This design comes from an exercise in tuning for small area and a short achievable clock period on the open sky130 flow, not from production work.
Function was not checked in any run shown here: the RTL went through the layout flow alone.
Power is estimated from default activity; no workload was simulated.

===== flow/standard.sh =====
#!/bin/bash
# synth_recipe.tcl (not shown) runs the flow's synth.tcl, then flattens the netlist and writes it again
# the make line also repeats each setting of config.mk as NAME=value (left out here)
make -C /OpenROAD-flow-scripts/flow DESIGN_CONFIG=/design/flow/config.mk WORK_HOME=/design/flow/orfs CLKGATE_MAP_FILE= SYNTH_SCRIPT=/design/flow/synth_recipe.tcl "${@:-finish}"

===== flow/design.v =====
module signExtend(S, Q);
input [5:0] S;
output [7:0] Q;
assign Q = {S[5], S[5], S[5:0]};
endmodule
module two_to_one_mux(S0, S1, Q, select);
input [7:0] S0;
input [7:0] S1;
input select;
output [7:0] Q;
assign Q = (select == 0) ? S0 : S1;
endmodule
module control(OP, BSEL, CISEL, OSEL, SHIFT_LA, SHIFT_LR, LOGICAL_OP);  
input [2:0] OP;
output BSEL;
output CISEL;
output [1:0] OSEL;
output SHIFT_LA;
output SHIFT_LR;
output LOGICAL_OP;
wire q = (OP==3'b000 | OP ==3'b001);
wire w = (OP==3'b010 | OP==3'b011 | OP ==3'b100);
wire e = (OP==3'b101 | OP ==3'b110);
assign BSEL = OP[0];
assign CISEL = OP[0];
assign OSEL = (q ? 2'b00 : w ? 2'b01 : e ? 2'b10: q);
assign SHIFT_LA = (OP==3'b010);
assign SHIFT_LR = OP[1];
assign LOGICAL_OP = OP[0];
endmodule
module adder(A, B, CI, Y, C, V); 
  input [7:0] A;
  input [7:0] B;
  input CI;
  output  reg [7:0] Y;
  output reg C;
  output reg V;
  reg CI1;
  reg CI2;
  reg CI3;
  reg CI4;
  reg CI5;
  reg CI6;
  reg CI7;
  reg CI8;
always @(*)
	begin
		Y[0] = CI ^ A[0] ^ B[0];
		CI1 = (CI & A[0])|(CI & B[0])|(A[0] & B[0]);
		Y[1] = CI1^ A[1] ^ B[1];
		CI2 =(CI1 & A[1])|(CI1 & B[1])|(A[1] & B[1]);
		Y[2] =CI2 ^ A[2] ^ B[2];
		CI3 = (CI2 & A[2])|(CI2 & B[2])|(A[2] & B[2]);
		Y[3] = CI3 ^ A[3] ^ B[3];
		CI4 = (CI3 & A[3])|(CI3 & B[3])|(A[3] & B[3]);
		Y[4] = CI4 ^ A[4] ^ B[4];
		CI5 = (CI4 & A[4])|(CI4 & B[4])|(A[4] & B[4]);
		Y[5] = CI5 ^ A[5] ^ B[5];
		CI6 = (CI5 & A[5])|(CI5 & B[5])|(A[5] & B[5]);
		Y[6] = CI6 ^ A[6] ^ B[6];
		CI7 = (CI6 & A[6])|(CI6 & B[6])|(A[6] & B[6]);
		Y[7] = CI7 ^ A[7] ^ B[7];
		C = (CI7 & A[7])|(CI7 & B[7])|(A[7] & B[7]);
		V = (CI7==C) ? 0:1;
end
endmodule
module shifter(A, LA, LR, Y, C);
input [7:0] A;
input LA, LR;
output reg [7:0] Y;
output reg C;
   always @(*)
	begin
		if (LA==0 & LR==1)
			begin
			Y = {1'b0, A[7:1]};
			C = A[0];
			end
	else if (LA==0 & LR==0)
		begin
		Y = {A[6:0], 1'b0};
		C = A[7];
		end
	else
		begin
		Y = {A[7], A[7:1]};
		C = A[0];
		end
	end
endmodule
module logical(A, B, OP, Y);  
	input [7:0] A;
	input [7:0] B;
	input OP;
	output [7:0] Y;
	assign Y[0] = (~OP&(A[0]|B[0]))|(OP&(A[0]&B[0]));
	assign Y[1] = (~OP&(A[1]|B[1]))|(OP&(A[1]&B[1]));
	assign Y[2] = (~OP&(A[2]|B[2]))|(OP&(A[2]&B[2]));
	assign Y[3] = (~OP&(A[3]|B[3]))|(OP&(A[3]&B[3]));
	assign Y[4] = (~OP&(A[4]|B[4]))|(OP&(A[4]&B[4]));
	assign Y[5] = (~OP&(A[5]|B[5]))|(OP&(A[5]&B[5]));
	assign Y[6] = (~OP&(A[6]|B[6]))|(OP&(A[6]&B[6]));
	assign Y[7] = (~OP&(A[7]|B[7]))|(OP&(A[7]&B[7]));
endmodule
module alu(A, B, OP, Y, C, V, N, Z, BSEL, CSEL, OSEL, SHIFT_LA, SHIFT_LR, LOGICAL_OP, Y_ADD, Y_SHIFT, Y_LOG, C_ADD, C_SHIFT);
  input  [7:0]  A;
  input  [7:0]  B;
  input  [2:0]  OP;
  output [7:0]  Y;
  output [7:0]  Y_ADD;
  output [7:0]  Y_SHIFT;
  output [7:0]  Y_LOG;
  output        C;
  output C_ADD;
  output C_SHIFT;
  output        V;
  output        N;
  output        Z;
  output BSEL;
  output CSEL; 
  output [1:0] OSEL;
  output SHIFT_LA;
  output SHIFT_LR;
  output LOGICAL_OP;
adder add (
.A(A),
.B((BSEL) ? ~B : B),
.CI(CISEL),
.Y(Y_ADD),
.C(C_ADD),
.V(V)
);
shifter shift (
.A(A),
.LA(SHIFT_LA),
.LR(SHIFT_LR),
.Y(Y_SHIFT),
.C(C_SHIFT)
);
logical log (
.A(A),
.B(B),
.OP(LOGICAL_OP),
.Y(Y_LOG)
);
control con (
.OP(OP),
.BSEL(BSEL),
.CISEL(CISEL),
.OSEL(OSEL),
.SHIFT_LA(SHIFT_LA),
.SHIFT_LR(SHIFT_LR),
.LOGICAL_OP(LOGICAL_OP)
);
wire q = (OSEL == 2'b00);
wire w = (OSEL == 2'b01);
wire e = (OSEL == 2'b10);
assign Y = (q ? Y_ADD : w ? Y_SHIFT : e ? Y_LOG: Y_LOG);
assign C = (OSEL == 2'b00) ? C_ADD : (OSEL == 2'b01) ? C_SHIFT : 2'b0;
assign N = (Y[7:4] > 4'b0111);
assign Z = (Y[7:0]==8'b00000000);
endmodule
module registerFile(CLK, SA, SB, LD, DR, D_in, DataA, DataB, RESET);
input CLK;
input RESET;
input [2:0] SA;
input [2:0] SB;
input LD;
input [2:0] DR;
input [7:0] D_in;
output [7:0] DataA;
output [7:0] DataB;
reg [7:0] reg0, reg1, reg2, reg3, reg4, reg5, reg6, reg7;
assign DataA = (SA == 3'b0) ? reg0 :
					(SA == 3'b001) ? reg1 :
					(SA == 3'b010) ? reg2 :
					(SA == 3'b011) ? reg3 :
					(SA == 3'b100) ? reg4 :
					(SA == 3'b101) ? reg5 :
					(SA == 3'b110) ? reg6 :
					(SA == 3'b111) ? reg7 : 0;
assign DataB = (SB == 3'b0) ? reg0 :
					(SB == 3'b001) ? reg1 :
					(SB == 3'b010) ? reg2 :
					(SB == 3'b011) ? reg3 :
					(SB == 3'b100) ? reg4 :
					(SB == 3'b101) ? reg5 :
					(SB == 3'b110) ? reg6 :
					(SB == 3'b111) ? reg7 : 0;
always @(posedge CLK) begin
if(RESET) begin
reg0<=8'b0;
reg1<=8'b0;
reg2<=8'b0;
reg3<=8'b0;
reg4<=8'b0;
reg5<=8'b0;
reg6<=8'b0;
reg7<=8'b0;
end
else if(LD) begin
	case(DR)
		3'b000: reg0<=D_in;
		3'b001: reg1<=D_in;
		3'b010: reg2<=D_in;
		3'b011: reg3<=D_in;
		3'b100: reg4<=D_in;
		3'b101: reg5<=D_in;
		3'b110: reg6<=D_in;
		3'b111: reg7<=D_in;
	endcase
end
end
endmodule
module decoder(INST, DR, SA, SB, IMM, MB, FS, MD, LD, MW, BS, OFF, HALT);
input [15:0] INST;
output reg [2:0] DR;
output reg [2:0] SA;
output reg [2:0] SB;
output reg [5:0] IMM;
output reg [3:0] FS;
output reg [3:0] BS;
output reg [5:0] OFF;
output reg HALT;
output reg MB;
output reg MD;
output reg LD;
output reg MW;
always @(INST) begin
if(INST[15:12] == 4'b0000)begin
if(INST[2:0] == 3'b000)begin
	DR <= 3'b0;
	SA <= 3'b0;
	SB <= 3'b0;
	IMM <= 6'b0;
	FS <= 3'b0;
	MB <= 1'b0;
	OFF <= 6'b0;
	LD <= 1'b0;
	MW <= 1'b0;
	MD <= 1'b0;
	HALT<=1'b0;
	BS <= 3'b100;
end
else if(INST[2:0] == 3'b001)begin
	HALT <= 1'b1;
	DR <= 3'b0;
	SA <= 3'b0;
	SB <= 3'b0;
	OFF <= 6'b0;
	IMM <= 6'b0;
	FS <= 3'b0;
	MB <= 1'b0;
	LD <= 1'b0;
	MW <= 1'b0;
	MD <= 1'b0;
	BS <= 3'b100;
end
else begin
	DR <= 3'b0;
	SA <= 3'b0;
	SB <= 3'b0;
	OFF <= 6'b0;
	IMM <= 6'b0;
	FS <= 3'b0;
	MB <= 1'b0;
	LD <= 1'b0;
	MW <= 1'b0;
	MD <= 1'b0;
	BS <= 3'b100;
	HALT<=1'b0;
end
end	
else if(INST[15] == 0 && INST[14:12] != 3'b000)begin  
if(INST[15:12] == 4'b0010) begin
	IMM <= {INST[5:0]};
	DR <= 	INST[8:6];
	SA <= INST[11:9];
	SB <= 3'b0;
	MB <= 1'b1;
	LD <= 1'b1;
	MW <= 1'b0;
	BS <= 3'b100;
	OFF <= 6'b0;
	FS <= 3'b0;
	MD <= 1'b1;
	HALT<=1'b0;
end
else if(INST[15:12] == 4'b0100) begin
	IMM <= {INST[5:0]};
	DR <= 3'b0;
	SA <= INST[11:9];
	SB <= INST[8:6];
	MB <= 1'b1;
	OFF <= 6'b0;
	LD <= 1'b0;
	MW <= 1'b1;
	FS <= 3'b0;
	MD <= 1'b0;	
	BS <= 3'b100;
	HALT<=1'b0;
end
else if(INST[15:12] == 4'b0101) begin
	IMM <= INST[5:0];
	DR <= INST[8:6];
	SA <= INST[11:9];
	SB <= 3'b0;
	MB <= 1'b1;
	LD <= 1'b1;
	MW <= 1'b0;
	FS <= 3'b0;
	OFF <= 6'b0;
	BS <= 3'b100;
	HALT<=1'b0;
	MD <= 1'b0;
end
else if(INST[15:12] == 4'b0110) begin
	IMM <= {INST[5:0]};
	DR <= INST[8:6];
	SA <= INST[11:9];
	SB <= 3'b0;
	MB <= 1'b1;
	OFF <= 6'b0;
	LD <= 1'b1;
	MW <= 1'b0;
	FS <= 3'b101;
	MD <= 1'b0;
	BS <= 3'b100;
	HALT<=1'b0;
end
else if(INST[15:12] == 4'b0111) begin
	IMM <= {INST[5:0]};
	DR <= INST[8:6];
	SA <= INST[11:9];
	SB <= 3'b0;
	MB <= 1'b1;
	OFF <= 6'b0;
	LD <= 1'b1;
	MW <= 1'b0;
	FS <= 3'b110;
	MD <= 1'b0;
	BS <= 3'b100;
	HALT<=1'b0;
end	
else begin
	DR <= 3'b0;
	SA <= 3'b0;
	SB <= 3'b0;
	IMM <= 6'b0;
	FS <= 3'b0;
	MB <= 1'b0;
	OFF <= 6'b0;
	BS <= 3'b100;
	LD <= 1'b0;
	MW <= 1'b0;
	MD <= 1'b0;
	HALT<=1'b0;
end
end  
else if(INST[15:12] == 4'b1111) begin  
if(INST[2:0] == 3'b0)begin
	FS <= 3'b0;
	IMM <= 6'b0;
	DR <= INST[5:3];
	SA <= INST[11:9];
	SB <= INST[8:6];
	MB <= 1'b0;
	BS <= 3'b100;
	LD <= 1'b1;
	HALT<=1'b0;
	OFF <= 6'b0;
	MW <= 1'b0;
	MD <= 1'b0;
end
else if(INST[2:0] == 3'b001) begin
	FS <= 3'b001;
	IMM <= 6'b0;
	DR <= INST[5:3];
	SA <= INST[11:9];
	SB <= INST[8:6];
	MB <= 1'b0;
	OFF <= 6'b0;
	BS <= 3'b100;
	LD <= 1'b1;
	MW <= 1'b0;	
	MD <= 1'b0;
	HALT<=1'b0;
end
else if(INST[2:0] == 3'b010) begin
	FS <= 3'b010;
	IMM <= 6'b0;
	DR <= INST[5:3];
	SA <= INST[11:9];
	SB <= 3'b0;
	MB <= 1'b0;
	LD <= 1'b1;
	HALT<=1'b0;
	OFF <= 6'b0;
	MW <= 1'b0;
	BS <= 3'b100;
	MD <= 1'b0;
end
else if(INST[2:0] == 3'b011) begin
	FS <= 3'b011;
	IMM <= 6'b0;
	DR <= INST[5:3];
	SA <= INST[11:9];
	SB <= 3'b0;
	OFF <= 6'b0;
	MB <= 1'b0;
	BS <= 3'b100;
	LD <= 1'b1;
	HALT<=1'b0;
	MW <= 1'b0;
	MD <= 1'b0;
end
else if(INST[2:0] == 3'b100) begin
	FS <= 3'b100;
	IMM <= 6'b0;
	DR <= INST[5:3];
	SA <= INST[11:9];
	SB <= 3'b0;
	MB <= 1'b0;
	LD <= 1'b1;
	MW <= 1'b0;
	OFF <= 6'b0;
	HALT<=1'b0;
	BS <= 3'b100;
	MD <= 1'b0;
end
else if(INST[2:0] == 3'b101) begin
	FS <= 3'b101;
	DR <= INST[5:3];
	SA <= INST[11:9];
	SB <= INST[8:6];
	IMM <= 6'b0;
	OFF <= 6'b0;
	MB <= 1'b0;
	LD <= 1'b1;
	MW <= 1'b0;
	MD <= 1'b0;
	BS <= 3'b100;
	HALT<=1'b0;
end
else if(INST[2:0] == 3'b110) begin
	FS <= 3'b110;
	DR <= INST[5:3];
	SA <= INST[11:9];
	SB <= INST[8:6];
	IMM <= 6'b0;
	OFF <= 6'b0;
	MB <= 1'b0;
	LD <= 1'b1;
	MW <= 1'b0;
	MD <= 1'b0;
	BS <= 3'b100;
	HALT<=1'b0;
end
else begin
	DR <= 3'b0;
	SA <= 3'b0;
	SB <= 3'b0;
	IMM <= 6'b0;
	FS <= 3'b0;
	MB <= 1'b0;
	LD <= 1'b0;
	BS <= 3'b100;
	MW <= 1'b0;
	HALT<=1'b0;
	MD <= 1'b0;
	OFF <= 6'b0;
end
end  
else if(INST[15:14] == 2'b10) begin
if(INST[15:12] == 4'b1000) begin
	DR <= 3'b0;
	SA <= INST[11:9];
	SB <= INST[8:6];
	IMM <= 6'b0;
	FS<=3'b001;
	BS<=3'b0;
	HALT<=1'b0;
	MB<=1'b0;
	LD = 1'b0;
	MW = 1'b0;
	MD = 1'b0;
	OFF <= INST[5:0];
end
else if (INST[15:12] == 4'b1001) begin
	DR <= 3'b0;
	SA <= INST[11:9];
	SB <= INST[8:6];
	IMM <= 6'b0;
	FS<=3'b001;
	BS<=3'b001;
	HALT<=1'b0;
	MB<=1'b0;
	LD = 1'b0;
	MW = 1'b0;
	MD = 1'b0;
	OFF <= INST[5:0];
end
else if(INST[15:12] == 4'b1010) begin
	DR <= 3'b0;
	SA <= INST[11:9];
	SB <= 3'b0;
	IMM <= 6'b0;
	FS<=3'b001;
	BS<=3'b010;  
	HALT<=1'b0;
	MB<=1'b1;
	LD = 1'b0;
	MW = 1'b0;
	MD = 1'b0;
	OFF <= INST[5:0];
end
else if(INST[15:12] == 4'b1011) begin
	DR <= 3'b0;
	SA <= INST[11:9];
	SB <= 3'b0;
	IMM <= 6'b0;
	FS<=3'b001;
	BS<=3'b011;
	HALT<=1'b0;
	MB <=1'b1;
	LD = 1'b0;
	MW = 1'b0;
	MD = 1'b0;
	OFF <= INST[5:0];
end
else begin
	DR <= 3'b0;
	SA <= 3'b0;
	SB <= 3'b0;
	IMM <= 6'b0;
	FS <= 3'b0;
	BS <= 3'b0;
	HALT<=1'b0;
	MB <= 1'b0;
	LD <= 1'b0;
	MW <= 1'b0;
	MD <= 1'b0;
	OFF <= 6'b0;
end
end  
else begin
	DR <= 3'b0;
	SA <= 3'b0;
	SB <= 3'b0;
	IMM <= 6'b0;
	FS <= 3'b0;
	BS <= 3'b0;
	HALT<=1'b0;
	MB <= 1'b0;
	LD <= 1'b0;
	MW <= 1'b0;
	MD <= 1'b0;
	OFF <= 6'b0;
end
end 
endmodule
module cpu(CLK, RESET, EN_L, Iin, Din, PC, NextPC, DataA, DataB, DataC, DataD, MW);
  input         CLK;
  input         RESET;
  input         EN_L;
  input  [15:0] Iin;
  input  [7:0]  Din;
  output [7:0]  PC;
  output [7:0]  NextPC;
  output [7:0]  DataA;
  output [7:0]  DataB;
  output [7:0]  DataC;
  output [7:0]  DataD;
  output        MW;
  reg  [7:1] pc_q;
  reg        EN_LPrev;
  reg  [7:0] r0, r1, r2, r3, r4, r5, r6, r7;
  wire useA, useImm, doSub, doAdd, doAnd, doOr, doSra, doSrl, doSll, doPass, isLB, isSB;
  wire isBr, isHALT, LD;
  wire [2:0] DR;
  cpu_ctrl ctrl (.I(Iin), .useA(useA), .useImm(useImm), .doSub(doSub), .doAdd(doAdd), .doAnd(doAnd),
             .doOr(doOr), .doSra(doSra), .doSrl(doSrl), .doSll(doSll), .doPass(doPass), .isLB(isLB),
             .isSB(isSB), .isBr(isBr), .isHALT(isHALT), .LD(LD), .DR(DR));
  wire [7:0] sa_oh, sb_oh;
  wire [7:0] a, b;
  cpu_dec3 dec_a (.s(Iin[11:9]), .y(sa_oh));
  cpu_dec3 dec_b (.s(Iin[8:6]), .y(sb_oh));
  cpu_rdport port_a (.sel(sa_oh), .r0(r0), .r1(r1), .r2(r2), .r3(r3), .r4(r4), .r5(r5), .r6(r6), .r7(r7), .y(a));
  cpu_rdport port_b (.sel(sb_oh), .r0(r0), .r1(r1), .r2(r2), .r3(r3), .r4(r4), .r5(r5), .r6(r6), .r7(r7), .y(b));
  assign DataA = useA ? a : r0;
  assign DataB = b;
  cpu_alu alu (.a(a), .b(b), .imm(Iin[5:0]), .r0(r0), .Din(Din), .useA(useA), .useImm(useImm),
           .doSub(doSub), .doAdd(doAdd), .doAnd(doAnd), .doOr(doOr), .doSra(doSra), .doSrl(doSrl),
           .doSll(doSll), .doPass(doPass), .isLB(isLB), .D(DataD), .C(DataC));
  assign MW = isSB;
  wire halt = isHALT & ~EN_L & EN_LPrev;
  wire [7:1] npc;
  cpu_pc pcu (.pc(pc_q), .a(a), .b(b), .op(Iin[13:12]), .isBr(isBr), .halt(halt), .off(Iin[5:0]), .npc(npc));
  assign NextPC = {npc, 1'b0};
  assign PC = {pc_q, 1'b0};
  wire [7:0] wd = RESET ? 8'd0 : DataC;
  wire [7:0] we = {8{RESET}} | ({8{LD}} & (8'd1 << DR));
  always @(posedge CLK) begin
    EN_LPrev <= EN_L;
    if (RESET) pc_q <= 7'd0;
    else       pc_q <= npc;
    if (we[0]) r0 <= wd;
    if (we[1]) r1 <= wd;
    if (we[2]) r2 <= wd;
    if (we[3]) r3 <= wd;
    if (we[4]) r4 <= wd;
    if (we[5]) r5 <= wd;
    if (we[6]) r6 <= wd;
    if (we[7]) r7 <= wd;
  end
endmodule
module cpu_ctrl(I, useA, useImm, doSub, doAdd, doAnd, doOr, doSra, doSrl, doSll, doPass, isLB, isSB,
            isBr, isHALT, LD, DR);
  input  [15:0] I;
  output useA, useImm, doSub, doAdd, doAnd, doOr, doSra, doSrl, doSll, doPass, isLB, isSB;
  output isBr, isHALT, LD;
  output [2:0] DR;
  wire [3:0] op = I[15:12];
  wire [2:0] fn = I[2:0];
  wire isR    = (op == 4'b1111) & (fn != 3'b111);
  assign isLB = (op == 4'b0010);
  assign isSB = (op == 4'b0100);
  wire isIALU = (op[3:2] == 2'b01) & (op[1:0] != 2'b00);    
  assign isBr = (op[3:2] == 2'b10);
  assign isHALT = (op == 4'b0000) & (fn == 3'b001);
  assign useA   = isR | isLB | isSB | isIALU | isBr;        
  assign useImm = ~op[3];                                   
  assign doSub  = isBr ? ~op[1] : (isR & (fn == 3'b001));   
  assign doAdd  = isLB | isSB | (op == 4'b0101) | (isR & fn[2:1] == 2'b00) | (isBr & ~op[1]);
  assign doAnd  = isR ? (fn == 3'b101) : (op == 4'b0110);
  assign doOr   = isR ? (fn == 3'b110) : (op == 4'b0111);
  assign doSra  = isR & (fn == 3'b010);
  assign doSrl  = isR & (fn == 3'b011);
  assign doSll  = isR & (fn == 3'b100);
  assign doPass = isBr & op[1];                             
  assign LD = isR | isLB | isIALU;
  assign DR = isR ? I[5:3] : I[8:6];
endmodule
module cpu_alu(a, b, imm, r0, Din, useA, useImm, doSub, doAdd, doAnd, doOr, doSra, doSrl, doSll, doPass,
           isLB, D, C);
  input  [7:0] a, b, r0, Din;
  input  [5:0] imm;
  input  useA, useImm, doSub, doAdd, doAnd, doOr, doSra, doSrl, doSll, doPass, isLB;
  output [7:0] D, C;
  wire [7:0] opB = useImm ? {{2{imm[5]}}, imm} : b;
  wire [7:0] sum = a + (doSub ? ~opB : opB) + {7'b0, doSub};
  wire [7:0] other = ({8{doAnd}} & (a & opB)) | ({8{doOr}} & (a | opB)) |
                     ({8{doSra}} & {a[7], a[7:1]}) | ({8{doSrl}} & {1'b0, a[7:1]}) |
                     ({8{doSll}} & {a[6:0], 1'b0}) | ({8{doPass}} & a) |
                     ({8{~useA}} & {r0[6:0], 1'b0});
  assign D = doAdd ? sum : other;
  assign C = (doAdd & ~isLB) ? sum : (isLB ? Din : other);
endmodule
module cpu_pc(pc, a, b, op, isBr, halt, off, npc);
  input  [7:1] pc;
  input  [7:0] a, b;
  input  [1:0] op;
  input  isBr, halt;
  input  [5:0] off;
  output [7:1] npc;
  wire eq = (a == b);
  wire taken = isBr & (op[1] ? (a[7] ^ ~op[0]) : (eq ^ op[0]));
  wire [7:1] pc_inc = pc + 7'd1;
  wire [7:1] pc_br  = pc + 7'd1 + {off[5], off};
  assign npc = halt ? pc : (taken ? pc_br : pc_inc);
endmodule
module cpu_dec3(s, y);
  input  [2:0] s;
  output [7:0] y;
  assign y = 8'd1 << s;
endmodule
module cpu_rdport(sel, r0, r1, r2, r3, r4, r5, r6, r7, y);
  input  [7:0] sel;
  input  [7:0] r0, r1, r2, r3, r4, r5, r6, r7;
  output [7:0] y;
  assign y = ({8{sel[0]}} & r0) | ({8{sel[1]}} & r1) | ({8{sel[2]}} & r2) | ({8{sel[3]}} & r3) |
             ({8{sel[4]}} & r4) | ({8{sel[5]}} & r5) | ({8{sel[6]}} & r6) | ({8{sel[7]}} & r7);
endmodule

===== flow/constraint.sdc =====
create_clock -name core_clock -period 11.5 [get_ports {CLK}]
set_input_delay 2.3000 -clock core_clock [delete_from_list [all_inputs] [get_ports {CLK}]]
set_output_delay 2.3000 -clock core_clock [all_outputs]
set_load 0.01 [all_outputs]

===== flow/flow/run.sh =====
#!/bin/bash
# The standard layout (the standard.sh), with the input and output ports buffered by
# sky130_fd_sc_hd__buf_2 instead of the cell buffer_ports picks by default.
set -euo pipefail
export BUFFER_PORTS_ARGS="-buffer_cell sky130_fd_sc_hd__buf_2"
bash standard.sh > flow_make.log 2>&1

===== flow/config.mk =====
export PLATFORM = sky130hd
export DESIGN_NAME = cpu
export DESIGN_NICKNAME = cpu
export VERILOG_FILES = /design/flow/design.v
export SDC_FILE = /design/flow/constraint.sdc
export NUM_CORES = 4
export LEC_CHECK = 0
export CAP_MARGIN = 20
export CORE_MARGIN = 2
export CORE_UTILIZATION = 60
export CTS_BUF_LIST = sky130_fd_sc_hd__clkbuf_8
export SETUP_SLACK_MARGIN = 3.5
export SLEW_MARGIN = 20
export SYNTH_HIERARCHICAL = 1

==> flow_summary_export.csv, run 1 <==
group,metric,value,unit
floorplan,rows,34,
logic_synthesis,ys_dominant_reg_cell,"edfxtp_1",
logic_synthesis,synthCells,502,
routing,drtAntennaViolNets,0,
timing,setup_viol,0,
timing,post-route-min-period,7.929,ns
logic_synthesis,synth-edff-count,64,
routing,drt-pass1-iter-count,6,
min_path,min_from,"pc_q[2]",
worst_setup_path,critPathLaunchType,"input pin",
run_status,status,"no timing/DRC/antenna violations",
power_and_ir_drop,ir_drop,0.08240,mV
global_routing,antenna_found_initial,0,
layout,diodes,0,
timing,maxSlewHeadroom,0.2694,
routing,viasPerCell,6.725,
layout,fin_nets,604,
logic_synthesis,ys_seq_elements,72,
cts,cts_sinks,72,
timing,holdWs,0.6216,ns
power_and_ir_drop,power.share.clock,0.254,
placed_design,gp_congestion,0.9070,
floorplan,start_util,0.6162,
power_and_ir_drop,seqPwrFrac,0.391,
worst_setup_path,rr_worst_depth,11,
logic_synthesis,ys_warn_count,7,
logic_synthesis,synth_area_per_cell,10.70,um2
worst_setup_path,r2r_slack,7.51,ns
cts,clockBufferDepth,2,
floorplan,die-area,9730,um2
worst_setup_path,r2r_end,"r1[7]",
power_and_ir_drop,p_int,0.0005851,W
timing,worstMarginPinSlew,1.081,ns
floorplan,io_pins,76,
global_routing,grt_max_degree,24,
timing,skew,0.01115,ns
min_path,hold_depth,3,
timing,slew_violations,0,
worst_setup_path,required,9.20,ns
floorplan,die_w,98.64,um
routing,wl,14920,um
cts,h-tree-depth,3,
placed_design,pre_cts_slack,3.238,ns
flow_run,maxCapViolations,0,
worst_setup_path,r2r_start,"r0[4]",
power_and_ir_drop,p_sw_frac,0.3496,
placed_design,dp_hpwl,11070,um
layout,final_layout_size_suffix_gt1_frac,0.2814,
placed_design,portBuffers,73,
timing,fin_ws,3.571,ns
global_routing,overflow,0,
routing,vias,4526,
cts,clk_pin_slew,0.09,ns
power_and_ir_drop,switching_power,0.0003145,W
worst_setup_path,critPathKind,"in -> out",
timing,max_freq,126.1,MHz
min_path,hold_end,"pc_q[2]",
logic_synthesis,synth-seq-area-share,0.3874,
power_and_ir_drop,comb_power_share,0.355,
logic_synthesis,synthDistinctLibCells,77,
power_and_ir_drop,finalPower,0.0008996,W
cts,clock_latency,0.34,ns
cts,holdBufCountCts,0,
worst_setup_path,end_kind,"output pin",
cts,clockRootBuffer,"clkbuf_8",
global_routing,grt_pass1_wl,23740,um
floorplan,die_h,98.64,um
worst_setup_path,cp.arrival,5.63,ns
timing,period_share,0.6895,
power_and_ir_drop,leakagePower,2.393,nW
min_path,hold_path.class,"reg -> reg",
power_and_ir_drop,powerDensity,149.3,nW/um2
routing,drt_iter0_markers,381,
logic_synthesis,syn_area,5374,um2
timing,rsz0062_at_grt,"true",
layout,area_delta_synth_final,12.13,%
routing,drc,0,
worst_setup_path,crit_fanout,9,
floorplan,core,8721,um2
cts,cts_tree,"yes",
cts,numCtsBuffers,9,
routing,wire_per_inst,22.16,um
logic_synthesis,synth-async-reset-ratio,0,
global_routing,grt_use_total,0.3124,
timing,finalHoldViolations,0,
global_routing,first_global_vias,4395,
timing,tns,0,ns
[layer usage]
layer	GRT usage	routed length [um]	vias to the layer above
met5	0	0	-
met4	0.08957	166	0
met3	0.05390	1287	12
met2	0.4887	7138	239
met1	0.4509	6322	2187
li1	-	-	2088
[cell type report]
type                       count  area [um2]
multi-input combinational    375        3037
fill                         667        2695
sequential                    72        2082
timing repair buffer          84       478.0
tap                          108       135.1
clock buffer                   9       123.9
clock inverter                 7       102.6
inverter                      18       67.56
[cells in the mapped netlist (11+ instances only)]
cell | n | area share
nand2_1 | 16 | 0.011
a21oi_1 | 22 | 0.020
nand4_1 | 20 | 0.023
inv_1 | 17 | 0.012
mux2i_1 | 11 | 0.020
nor2b_1 | 16 | 0.019
nor2_1 | 20 | 0.014
o21ai_0 | 11 | 0.010
mux2_4 | 11 | 0.031
ha_1 | 15 | 0.035
a22oi_1 | 66 | 0.092
buf_6 | 14 | 0.029
edfxtp_1 | 64 | 0.36
xnor2_1 | 15 | 0.024
xor2_1 | 11 | 0.018
[worst max-delay path, stage by stage]
cell	delay [ns]
buf_2	0.24
and3b_2	0.33
a22oi_1	0.18
nand4_1	0.26
mux2i_4	0.33
o21ai_0	0.16
fa_1	0.44
a21o_1	0.18
a21oi_1	0.30
nor3b_1	0.12
a2111oi_2	0.41
mux2_2	0.24
buf_2	0.13
[state kept, by name, summed over array words and instances, names as in the netlist]
name and count:
r1 8, r7 8, r2 8, r4 8
r0 8, r6 8, EN_LPrev 1, r3 8
pc_q 7, r5 8
[how the worst max path moves through the flow]
| stage | startpoint | endpoint | slack, ns | cells after the start |
|---|---|---|---|---|
| after floorplan | Iin[8] | DataC[6] | 4.11 | 12 |
| after global placement | Iin[8] | DataC[5] | 3.24 | 13 |
| after detailed placement | Iin[6] | DataC[6] | 3.24 | 14 |
| after CTS | Iin[8] | DataC[6] | 3.49 | 14 |
| after global routing | Iin[8] | DataC[6] | 3.34 | 13 |
| final | Iin[8] | DataC[6] | 3.57 | 13 |
[per-module statistics from Yosys (local to each module, per instance)]
module	copies in the design	flip-flops and latches	cell area, um2
cpu	1	72	2451
cpu_alu	1	0	994.7
cpu_ctrl	1	0	325.3
cpu_dec3	2	0	65.06
cpu_pc	1	0	714.4
cpu_rdport	2	0	379.1
[metrics by stage]
| stage | util | std cells | cell area (um2) |
|---|---|---|---|
| global placement | 0.6451 | 650 | 5625 |
| detailed placement | 0.6462 | 650 | 5635 |
| CTS | 0.6756 | 666 | 5892 |
| global route | 0.6910 | 673 | 6026 |
| floorplan | - | 503 | 5378 |
| finish | 0.6910 | 673 | 6026 |
[logic make-up (layout without fill, tap and decap cells)]
group / count (synthesis) / count (layout) / synth area share
compound gates: 156 / 156 / 0.2231
xor+xnor: 26 / 26 / 0.04238
fa+ha+maj: 17 / 17 / 0.04238
buf+inv: 56 / 118 / 0.06519
flops: 72 / 72 / 0.3874
mux: 31 / 31 / 0.07218
other cells: 1 / 2 / 0.0006978
simple gates: 143 / 143 / 0.1667
[power groups by stage]
stage	clock (W)	combinational [W]	sequential [W]
global placement	0	0.000301	0.000355
global route	0.000242	0.000348	0.000356
floorplan	0	0.000215	0.000352
finish	0.000228	0.000319	0.000352
CTS	0.000231	0.000309	0.000351
detailed placement	0	0.000306	0.000357
[layout by cell type (no fill, tap or decap), types with 4 or more instances in the layout]
master / synthesis / final
nand2_1: 16 / 16
edfxtp_1: 64 / 64
mux2i_1: 11 / 11
mux2_4: 11 / 11
nor2b_1: 16 / 16
xor2_1: 11 / 11
nor3_1: 9 / 7
o21ai_0: 11 / 11
ha_1: 15 / 15
a31o_1: 4 / 4
a22oi_2: 6 / 6
nor2_1: 20 / 20
buf_2: 10 / 71
a221oi_1: 7 / 7
dfxtp_1: 8 / 8
and3b_2: 6 / 6
a22oi_1: 66 / 66
nand4_1: 20 / 20
inv_1: 17 / 17
clkbuf_8: 0 / 9
nand3_1: 10 / 10
or3_1: 4 / 4
mux2_2: 6 / 6
xnor2_1: 15 / 15
nor3b_4: 0 / 6
a21oi_1: 22 / 22
nand2b_1: 5 / 5
buf_4: 6 / 9
[what timing repair did]
item / in CTS / in global routing
gates resized for setup: 6 / 11
endpoints found under the setup margin: 13 / 13
pin swaps: 0 / 3
cloned: 0 / 0
endpoints found under the hold margin: 0 / 0
setup buffers: 0 / 7
==> run 2, diff against run 1 <==
--- a/flow/design.v
+++ b/flow/design.v
@@ -575,27 +575,62 @@
   reg  [7:1] pc_q;
   reg        EN_LPrev;
   reg  [7:0] r0, r1, r2, r3, r4, r5, r6, r7;
-  wire useA, useImm, doSub, doAdd, doAnd, doOr, doSra, doSrl, doSll, doPass, isLB, isSB;
-  wire isBr, isHALT, LD;
+  wire useA, useImm, doSub, doAdd, selC, isLB, isBr, isHALT, LD;
+  wire doAnd, doOr, doSra, doSrl, doSll, doPass;
   wire [2:0] DR;
-  cpu_ctrl ctrl (.I(Iin), .useA(useA), .useImm(useImm), .doSub(doSub), .doAdd(doAdd), .doAnd(doAnd),
-             .doOr(doOr), .doSra(doSra), .doSrl(doSrl), .doSll(doSll), .doPass(doPass), .isLB(isLB),
-             .isSB(isSB), .isBr(isBr), .isHALT(isHALT), .LD(LD), .DR(DR));
-  wire [7:0] sa_oh, sb_oh;
-  wire [7:0] a, b;
-  cpu_dec3 dec_a (.s(Iin[11:9]), .y(sa_oh));
-  cpu_dec3 dec_b (.s(Iin[8:6]), .y(sb_oh));
-  cpu_rdport port_a (.sel(sa_oh), .r0(r0), .r1(r1), .r2(r2), .r3(r3), .r4(r4), .r5(r5), .r6(r6), .r7(r7), .y(a));
-  cpu_rdport port_b (.sel(sb_oh), .r0(r0), .r1(r1), .r2(r2), .r3(r3), .r4(r4), .r5(r5), .r6(r6), .r7(r7), .y(b));
-  assign DataA = useA ? a : r0;
+  cpu_ctrl ctrl (.I(Iin), .useA(useA), .useImm(useImm), .doSub(doSub), .doAdd(doAdd), .selC(selC),
+                 .doAnd(doAnd), .doOr(doOr), .doSra(doSra), .doSrl(doSrl), .doSll(doSll),
+                 .doPass(doPass), .isLB(isLB), .isSB(MW), .isBr(isBr), .isHALT(isHALT), .LD(LD), .DR(DR));
+  wire [7:0] sa, sb, a, b, bm;
+  cpu_dec3 dec_a (.s(Iin[11:9]), .y(sa));
+  cpu_dec3 dec_b (.s(Iin[8:6]), .y(sb));
+  genvar i;
+  generate
+    for (i = 0; i < 8; i = i + 1) begin : rd
+      wire ta0, ta1, ta2, ta3, tb0, tb1, tb2, tb3;
+      g_a22oi pa0 (.a1(sa[0]), .a2(r0[i]), .b1(sa[1]), .b2(r1[i]), .y(ta0));
+      g_a22oi pa1 (.a1(sa[2]), .a2(r2[i]), .b1(sa[3]), .b2(r3[i]), .y(ta1));
+      g_a22oi pa2 (.a1(sa[4]), .a2(r4[i]), .b1(sa[5]), .b2(r5[i]), .y(ta2));
+      g_a22oi pa3 (.a1(sa[6]), .a2(r6[i]), .b1(sa[7]), .b2(r7[i]), .y(ta3));
+      g_nand4 na (.a(ta0), .b(ta1), .c(ta2), .d(ta3), .y(a[i]));
+      g_a22oi pb0 (.a1(sb[0]), .a2(r0[i]), .b1(sb[1]), .b2(r1[i]), .y(tb0));
+      g_a22oi pb1 (.a1(sb[2]), .a2(r2[i]), .b1(sb[3]), .b2(r3[i]), .y(tb1));
+      g_a22oi pb2 (.a1(sb[4]), .a2(r4[i]), .b1(sb[5]), .b2(r5[i]), .y(tb2));
+      g_a22oi pb3 (.a1(sb[6]), .a2(r6[i]), .b1(sb[7]), .b2(r7[i]), .y(tb3));
+      g_nand4 nb (.a(tb0), .b(tb1), .c(tb2), .d(tb3), .y(b[i]));
+      g_a41oi mb (.a1(tb0), .a2(tb1), .a3(tb2), .a4(tb3), .b1(useImm), .y(bm[i]));
+    end
+  endgenerate
   assign DataB = b;
-  cpu_alu alu (.a(a), .b(b), .imm(Iin[5:0]), .r0(r0), .Din(Din), .useA(useA), .useImm(useImm),
-           .doSub(doSub), .doAdd(doAdd), .doAnd(doAnd), .doOr(doOr), .doSra(doSra), .doSrl(doSrl),
-           .doSll(doSll), .doPass(doPass), .isLB(isLB), .D(DataD), .C(DataC));
-  assign MW = isSB;
+  cpu_mux8 amux (.s(useA), .d1(a), .d0(r0), .y(DataA));
+  wire [7:0] k, bx;
+  cpu_opk opk (.imm(Iin[5:0]), .useImm(useImm), .sub(doSub), .k(k));
+  generate
+    for (i = 0; i < 8; i = i + 1) begin : opb
+      g_xor2 x (.a(bm[i]), .b(k[i]), .y(bx[i]));
+    end
+  endgenerate
+  wire [7:0] sum;
+  cpu_add8 add (.a(a), .b(bx), .ci(doSub), .s(sum));
+  wire [7:0] nother, notherC;
+  cpu_other oth (.a(a), .b(bx), .r0(r0), .Din(Din), .useA(useA), .isLB(isLB), .doAnd(doAnd),
+                 .doOr(doOr), .doSra(doSra), .doSrl(doSrl), .doSll(doSll), .doPass(doPass),
+                 .nD(nother), .nC(notherC));
+  generate
+    for (i = 0; i < 8; i = i + 1) begin : res
+      wire sd, sc;
+      g_nand2 d0 (.a(sum[i]), .b(doAdd), .y(sd));
+      g_nand2 d1 (.a(sd), .b(nother[i]), .y(DataD[i]));
+      g_nand2 c0 (.a(sum[i]), .b(selC), .y(sc));
+      g_nand2 c1 (.a(sc), .b(notherC[i]), .y(DataC[i]));
+    end
+  endgenerate
   wire halt = isHALT & ~EN_L & EN_LPrev;
-  wire [7:1] npc;
-  cpu_pc pcu (.pc(pc_q), .a(a), .b(b), .op(Iin[13:12]), .isBr(isBr), .halt(halt), .off(Iin[5:0]), .npc(npc));
+  wire taken;
+  wire [7:1] pc_inc, pc_br, npc;
+  cpu_taken tk (.a(a), .b(b), .op(Iin[13:12]), .isBr(isBr), .taken(taken));
+  cpu_pcadd pa (.pc(pc_q), .off(Iin[5:0]), .inc(pc_inc), .br(pc_br));
+  cpu_pcsel ps (.pc(pc_q), .inc(pc_inc), .br(pc_br), .taken(taken), .halt(halt), .npc(npc));
   assign NextPC = {npc, 1'b0};
   assign PC = {pc_q, 1'b0};
   wire [7:0] wd = RESET ? 8'd0 : DataC;
@@ -614,11 +649,11 @@
     if (we[7]) r7 <= wd;
   end
 endmodule
-module cpu_ctrl(I, useA, useImm, doSub, doAdd, doAnd, doOr, doSra, doSrl, doSll, doPass, isLB, isSB,
-            isBr, isHALT, LD, DR);
+module cpu_ctrl(I, useA, useImm, doSub, doAdd, selC, doAnd, doOr, doSra, doSrl, doSll, doPass,
+                isLB, isSB, isBr, isHALT, LD, DR);
   input  [15:0] I;
-  output useA, useImm, doSub, doAdd, doAnd, doOr, doSra, doSrl, doSll, doPass, isLB, isSB;
-  output isBr, isHALT, LD;
+  output useA, useImm, doSub, doAdd, selC, doAnd, doOr, doSra, doSrl, doSll, doPass;
+  output isLB, isSB, isBr, isHALT, LD;
   output [2:0] DR;
   wire [3:0] op = I[15:12];
   wire [2:0] fn = I[2:0];
@@ -632,6 +667,7 @@
   assign useImm = ~op[3];                                   
   assign doSub  = isBr ? ~op[1] : (isR & (fn == 3'b001));   
   assign doAdd  = isLB | isSB | (op == 4'b0101) | (isR & fn[2:1] == 2'b00) | (isBr & ~op[1]);
+  assign selC   = doAdd & ~isLB;
   assign doAnd  = isR ? (fn == 3'b101) : (op == 4'b0110);
   assign doOr   = isR ? (fn == 3'b110) : (op == 4'b0111);
   assign doSra  = isR & (fn == 3'b010);
@@ -641,43 +677,85 @@
   assign LD = isR | isLB | isIALU;
   assign DR = isR ? I[5:3] : I[8:6];
 endmodule
-module cpu_alu(a, b, imm, r0, Din, useA, useImm, doSub, doAdd, doAnd, doOr, doSra, doSrl, doSll, doPass,
-           isLB, D, C);
-  input  [7:0] a, b, r0, Din;
+module cpu_dec3(s, y);
+  input  [2:0] s;
+  output [7:0] y;
+  assign y = 8'd1 << s;
+endmodule
+module cpu_mux8(s, d1, d0, y);
+  input s;
+  input [7:0] d1, d0;
+  output [7:0] y;
+  assign y = s ? d1 : d0;
+endmodule
+module cpu_opk(imm, useImm, sub, k);
   input  [5:0] imm;
-  input  useA, useImm, doSub, doAdd, doAnd, doOr, doSra, doSrl, doSll, doPass, isLB;
-  output [7:0] D, C;
-  wire [7:0] opB = useImm ? {{2{imm[5]}}, imm} : b;
-  wire [7:0] sum = a + (doSub ? ~opB : opB) + {7'b0, doSub};
-  wire [7:0] other = ({8{doAnd}} & (a & opB)) | ({8{doOr}} & (a | opB)) |
-                     ({8{doSra}} & {a[7], a[7:1]}) | ({8{doSrl}} & {1'b0, a[7:1]}) |
-                     ({8{doSll}} & {a[6:0], 1'b0}) | ({8{doPass}} & a) |
-                     ({8{~useA}} & {r0[6:0], 1'b0});
-  assign D = doAdd ? sum : other;
-  assign C = (doAdd & ~isLB) ? sum : (isLB ? Din : other);
+  input  useImm, sub;
+  output [7:0] k;
+  assign k = useImm ? {{2{imm[5]}}, imm} : {8{sub}};
 endmodule
-module cpu_pc(pc, a, b, op, isBr, halt, off, npc);
-  input  [7:1] pc;
+module cpu_add8(a, b, ci, s);
+  input  [7:0] a, b;
+  input  ci;
+  output [7:0] s;
+  wire [8:0] t = {a, 1'b1} + {b, ci};
+  assign s = t[8:1];
+endmodule
+module cpu_other(a, b, r0, Din, useA, isLB, doAnd, doOr, doSra, doSrl, doSll, doPass, nD, nC);
+  input  [7:0] a, b, r0, Din;
+  input  useA, isLB, doAnd, doOr, doSra, doSrl, doSll, doPass;
+  output [7:0] nD, nC;
+  wire [7:0] o = ({8{doAnd}} & (a & b)) | ({8{doOr}} & (a | b)) |
+                 ({8{doSra}} & {a[7], a[7:1]}) | ({8{doSrl}} & {1'b0, a[7:1]}) |
+                 ({8{doSll}} & {a[6:0], 1'b0}) | ({8{doPass}} & a) |
+                 ({8{~useA}} & {r0[6:0], 1'b0});
+  assign nD = ~o;
+  assign nC = ~(isLB ? Din : o);
+endmodule
+module cpu_taken(a, b, op, isBr, taken);
   input  [7:0] a, b;
   input  [1:0] op;
-  input  isBr, halt;
-  input  [5:0] off;
-  output [7:1] npc;
+  input  isBr;
+  output taken;
   wire eq = (a == b);
-  wire taken = isBr & (op[1] ? (a[7] ^ ~op[0]) : (eq ^ op[0]));
-  wire [7:1] pc_inc = pc + 7'd1;
-  wire [7:1] pc_br  = pc + 7'd1 + {off[5], off};
-  assign npc = halt ? pc : (taken ? pc_br : pc_inc);
+  assign taken = isBr & (op[1] ? (a[7] ^ ~op[0]) : (eq ^ op[0]));
 endmodule
-module cpu_dec3(s, y);
-  input  [2:0] s;
-  output [7:0] y;
-  assign y = 8'd1 << s;
+module cpu_pcadd(pc, off, inc, br);
+  input  [7:1] pc;
+  input  [5:0] off;
+  output [7:1] inc, br;
+  assign inc = pc + 7'd1;
+  wire [7:0] t = {pc, 1'b1} + {off[5], off, 1'b1};
+  assign br = t[7:1];
+endmodule
+module cpu_pcsel(pc, inc, br, taken, halt, npc);
+  input  [7:1] pc, inc, br;
+  input  taken, halt;
+  output [7:1] npc;
+  assign npc = halt ? pc : (taken ? br : inc);
 endmodule
-module cpu_rdport(sel, r0, r1, r2, r3, r4, r5, r6, r7, y);
-  input  [7:0] sel;
-  input  [7:0] r0, r1, r2, r3, r4, r5, r6, r7;
-  output [7:0] y;
-  assign y = ({8{sel[0]}} & r0) | ({8{sel[1]}} & r1) | ({8{sel[2]}} & r2) | ({8{sel[3]}} & r3) |
-             ({8{sel[4]}} & r4) | ({8{sel[5]}} & r5) | ({8{sel[6]}} & r6) | ({8{sel[7]}} & r7);
+module g_nand2(a, b, y);
+  input a, b;
+  output y;
+  assign y = ~(a & b);
+endmodule
+module g_nand4(a, b, c, d, y);
+  input a, b, c, d;
+  output y;
+  assign y = ~(a & b & c & d);
+endmodule
+module g_xor2(a, b, y);
+  input a, b;
+  output y;
+  assign y = a ^ b;
+endmodule
+module g_a22oi(a1, a2, b1, b2, y);
+  input a1, a2, b1, b2;
+  output y;
+  assign y = ~((a1 & a2) | (b1 & b2));
+endmodule
+module g_a41oi(a1, a2, a3, a4, b1, y);
+  input a1, a2, a3, a4, b1;
+  output y;
+  assign y = ~((a1 & a2 & a3 & a4) | b1);
 endmodule
==> run 2 against run 1 <==
Highest routed layer unchanged; register-to-register slack improved by 0.32 ns; maximum frequency grew 3.2%; clock skew rose by 0.0054 ns; power grew 6.4%; still clean; first-iteration DRC count is 14% lower; non-clock buffer count is 1 lower; count of clock-buffer cells in the layout is the same; critical endpoint is now DataC[5]; largest power group unchanged; critical path type unchanged; setup slack better by 0.25 ns; flip-flop and latch count stayed put.
==> flow_summary_export.csv, run 2 <==
group,metric,value,unit
routing,drc,0,
power_and_ir_drop,leakagePower,2.477,nW
global_routing,overflow,0,
global_routing,grt_pass1_wl,24700,um
timing,worstMarginPinSlew,1.043,ns
floorplan,core,9284,um2
floorplan,die_h,102.1,um
logic_synthesis,synth_xor_area_frac,0.04525,
logic_synthesis,yosys-top-cells-count,"a22oi_2, edfxtp_1, nand2_1",
timing,holdWs,0.6485,ns
routing,vias,4825,
placed_design,placed_area,6266,um2
logic_synthesis,synth-async-reset-ratio,0,
routing,wire_per_inst,21.60,um
global_routing,antenna_found_initial,0,
logic_synthesis,yosys.area_share.simple,0.2057,
logic_synthesis,ys_seq_elements,72,
routing,drtAntennaViolNets,0,
logic_synthesis,muxShareOfSynthArea,0.05780,
global_routing,grt_max_degree,24,
cts,cts_sinks,72,
power_and_ir_drop,powerDensity,147.0,nW/um2
timing,finalHoldViolations,0,
timing,skew,0.01651,ns
worst_setup_path,critPathKind,"in -> out",
cts,clockBufferDepth,2,
layout,layout_commonest_cell,"buf_2",
layout,area_delta_synth_final,12.62,%
timing,period_share,0.6681,
cts,h-tree-depth,3,
timing,rsz0062_at_grt,"false",
flow_run,maxCapViolations,0,
floorplan,die_w,102.1,um
floorplan,die-area,10430,um2
worst_setup_path,crit_fanout,11,
logic_synthesis,synth_area_leaders,"edfxtp_1, a22oi_2, nand2_1",
cts,clock_latency,0.35,ns
layout,fin_nets,653,
cts,cts_tree,"yes",
worst_setup_path,end_kind,"output pin",
global_routing,first_global_vias,4653,
timing,post-route-min-period,7.683,ns
logic_synthesis,synth_top_area_frac,0.3325,
placed_design,gp_congestion,0.9156,
layout,stdcell_area,6509,um2
logic_synthesis,synth-edff-count,64,
timing,slew_violations,0,
logic_synthesis,synthDistinctLibCells,71,
cts,clockRootBuffer,"clkbuf_8",
layout,final_layout_size_suffix_gt1_frac,0.3659,
cts,clk_pin_slew,0.09,ns
routing,viasPerCell,6.485,
placed_design,dp_hpwl,12340,um
logic_synthesis,ys_warn_count,7,
logic_synthesis,synth_compound_area_frac,0.2633,
logic_synthesis,synth-seq-area-share,0.3603,
timing,tns,0,ns
logic_synthesis,synthCells,531,
run_status,status,"no timing/DRC/antenna violations",
worst_setup_path,critPathLaunchType,"input pin",
placed_design,portBuffers,73,
min_path,hold_path.class,"reg -> reg",
logic_synthesis,ys_dominant_reg_cell,"edfxtp_1",
timing,setup_viol,0,
logic_synthesis,synth_area_per_cell,10.88,um2
timing,max_freq,130.2,MHz
worst_setup_path,cp.arrival,5.38,ns
logic_synthesis,synth_top_family_by_area,"compound AO/OA/AOI/OAI gates",
power_and_ir_drop,finalPower,0.0009567,W
global_routing,grt_use_total,0.3145,
logic_synthesis,syn_area,5779,um2
min_path,min_from,"pc_q[5]",
layout,diodes,0,
worst_setup_path,r2r_start,"r0[0]",
floorplan,start_util,0.6225,
routing,drt_iter0_markers,327,
worst_setup_path,required,9.20,ns
routing,drt-pass1-iter-count,5,
layout,fillerInstances,730,
logic_synthesis,yosys.area_share.adder,0.03724,
cts,numCtsBuffers,9,
floorplan,io_pins,76,
logic_synthesis,yosys.area.top_type,"edfxtp_1",
timing,maxSlewHeadroom,0.3023,
layout,layout_common_cells,"buf_2, a22oi_2, edfxtp_1",
power_and_ir_drop,ir_drop,0.09265,mV
worst_setup_path,crit_start,"Iin[15]",
floorplan,rows,35,
routing,wl,16070,um
## run 2: cell count changes after synthesis, sizes merged, moves of 8 or more
cell	change
a22oi	-8
a41oi	+8
buf	-15
nand2	+46
nand2b	+9
nor2	-10
nor2b	+16
o21ai	+11
xor2	+8
## run 2: critical path: stages
cell        delay [ns]
buf_2             0.23
clkinvlp_4        0.13
nor2_1            0.33
o2bb2ai_1         0.41
mux2_4            0.28
xor2_1            0.12
fa_1              0.46
a21o_2            0.24
a21oi_2           0.21
o21ai_0           0.14
xor2_1            0.21
nand2_1           0.07
nand2_1           0.13
buf_2             0.14
## run 2: modules after synthesis, one instance, submodules excluded
module / cells / cell area [um2]
cpu: 106 / 2316
cpu_other: 81 / 521.8
cpu_pcadd: 51 / 377.9
cpu_add8: 40 / 332.8
cpu_ctrl: 44 / 286.5
cpu_taken: 24 / 195.2
cpu_pcsel: 23 / 150.1
cpu_mux8: 9 / 131.4
cpu_opk: 9 / 116.4
cpu_dec3: 8 / 65.06
g_a41oi: 1 / 16.27
g_a22oi: 1 / 12.51
g_xor2: 1 / 8.758
g_nand4: 1 / 6.256
g_nand2: 1 / 3.754
## run 2: cell type report
cell class | instances | area (um2) | area share
clock buffer | 9 | 123.9 | 0.01903
clock inverter | 7 | 101.3 | 0.01557
inverter | 14 | 56.30 | 0.008651
multi-input combinational | 430 | 3543 | 0.5444
sequential | 72 | 2082 | 0.3199
tap | 129 | 161.4 | 0.02480
timing repair buffer | 83 | 440.4 | 0.06767
## run 2: power by group
group          switching (W)  internal [W]
combinational       0.000210      0.000145
sequential         0.0000355      0.000335
clock               0.000108      0.000124
## run 2: layer usage
| layer | vias up | wire length [um] | global-route usage |
|---|---|---|---|
| met5 | - | 0 | 0 |
| met4 | 0 | 513 | 0.1179 |
| met3 | 40 | 1309 | 0.06703 |
| met2 | 237 | 7599 | 0.5187 |
| met1 | 2326 | 6646 | 0.4092 |
| li1 | 2222 | - | - |
## run 2: path summary, 6_finish.rpt
| kind | endpoint | slack (ns) | cells past startpoint |
|---|---|---|---|
| max | DataC[5] | 3.82 | 14 |
| min | pc_q[5] | 0.65 | 3 |
| max reg2reg | r1[7] | 7.83 | 10 |
| min reg2reg | pc_q[5] | 0.65 | 3 |
## run 2: cell families after synthesis
logic type,count (synthesis)
simple gates,205
xor+xnor,29
fa+ha+maj,16
flops,72
compound gates,152
buf+inv,30
other cells,1
mux,26
## run 2: what timing repair did
action                                  CTS  global route
hold buffers                              0             0
buffers inserted                          1             0
gates resized for setup                   1             0
endpoints found under the setup margin    8             0
## run 2: metrics by stage
stage | utilization | cells | setup WS, ns
floorplan | - | 532 | 4.113
global placement | 0.6747 | 727 | 3.361
CTS | 0.7004 | 744 | 3.840
detailed placement | 0.6749 | 727 | 3.324
global route | 0.7011 | 744 | 3.600
finish | 0.7011 | 744 | 3.817

## what the ideal ports hide
In the flow no input, the clock included, has a driving cell. The finished layouts below were timed again as built, in two steps.
Step 1 assumes that a clkbuf_16 drives the clock port and a buf_2 every other input.
Step 2, shift: input delay + t, output delay - t, t = (earliest + latest rising clock arrival at the registers) / 2. This alone moves slack from input paths to output paths.
a / b / c = no drivers / after step 1 / after step 2; a / b = the first two.
run	t (ns)	slack for setup (ns)	hold slack, ns
run 1	0.369	3.571 / 3.551 / 3.551	0.622 / 0.622 / 0.622
run 2	0.378	3.817 / 3.787 / 3.787	0.648 / 0.648 / 0.648
After both steps setup and hold are still met in every run listed. The setup slack of run 2, which loses most, moves by -0.030 ns with the drivers and by -0.030 ns with both steps.
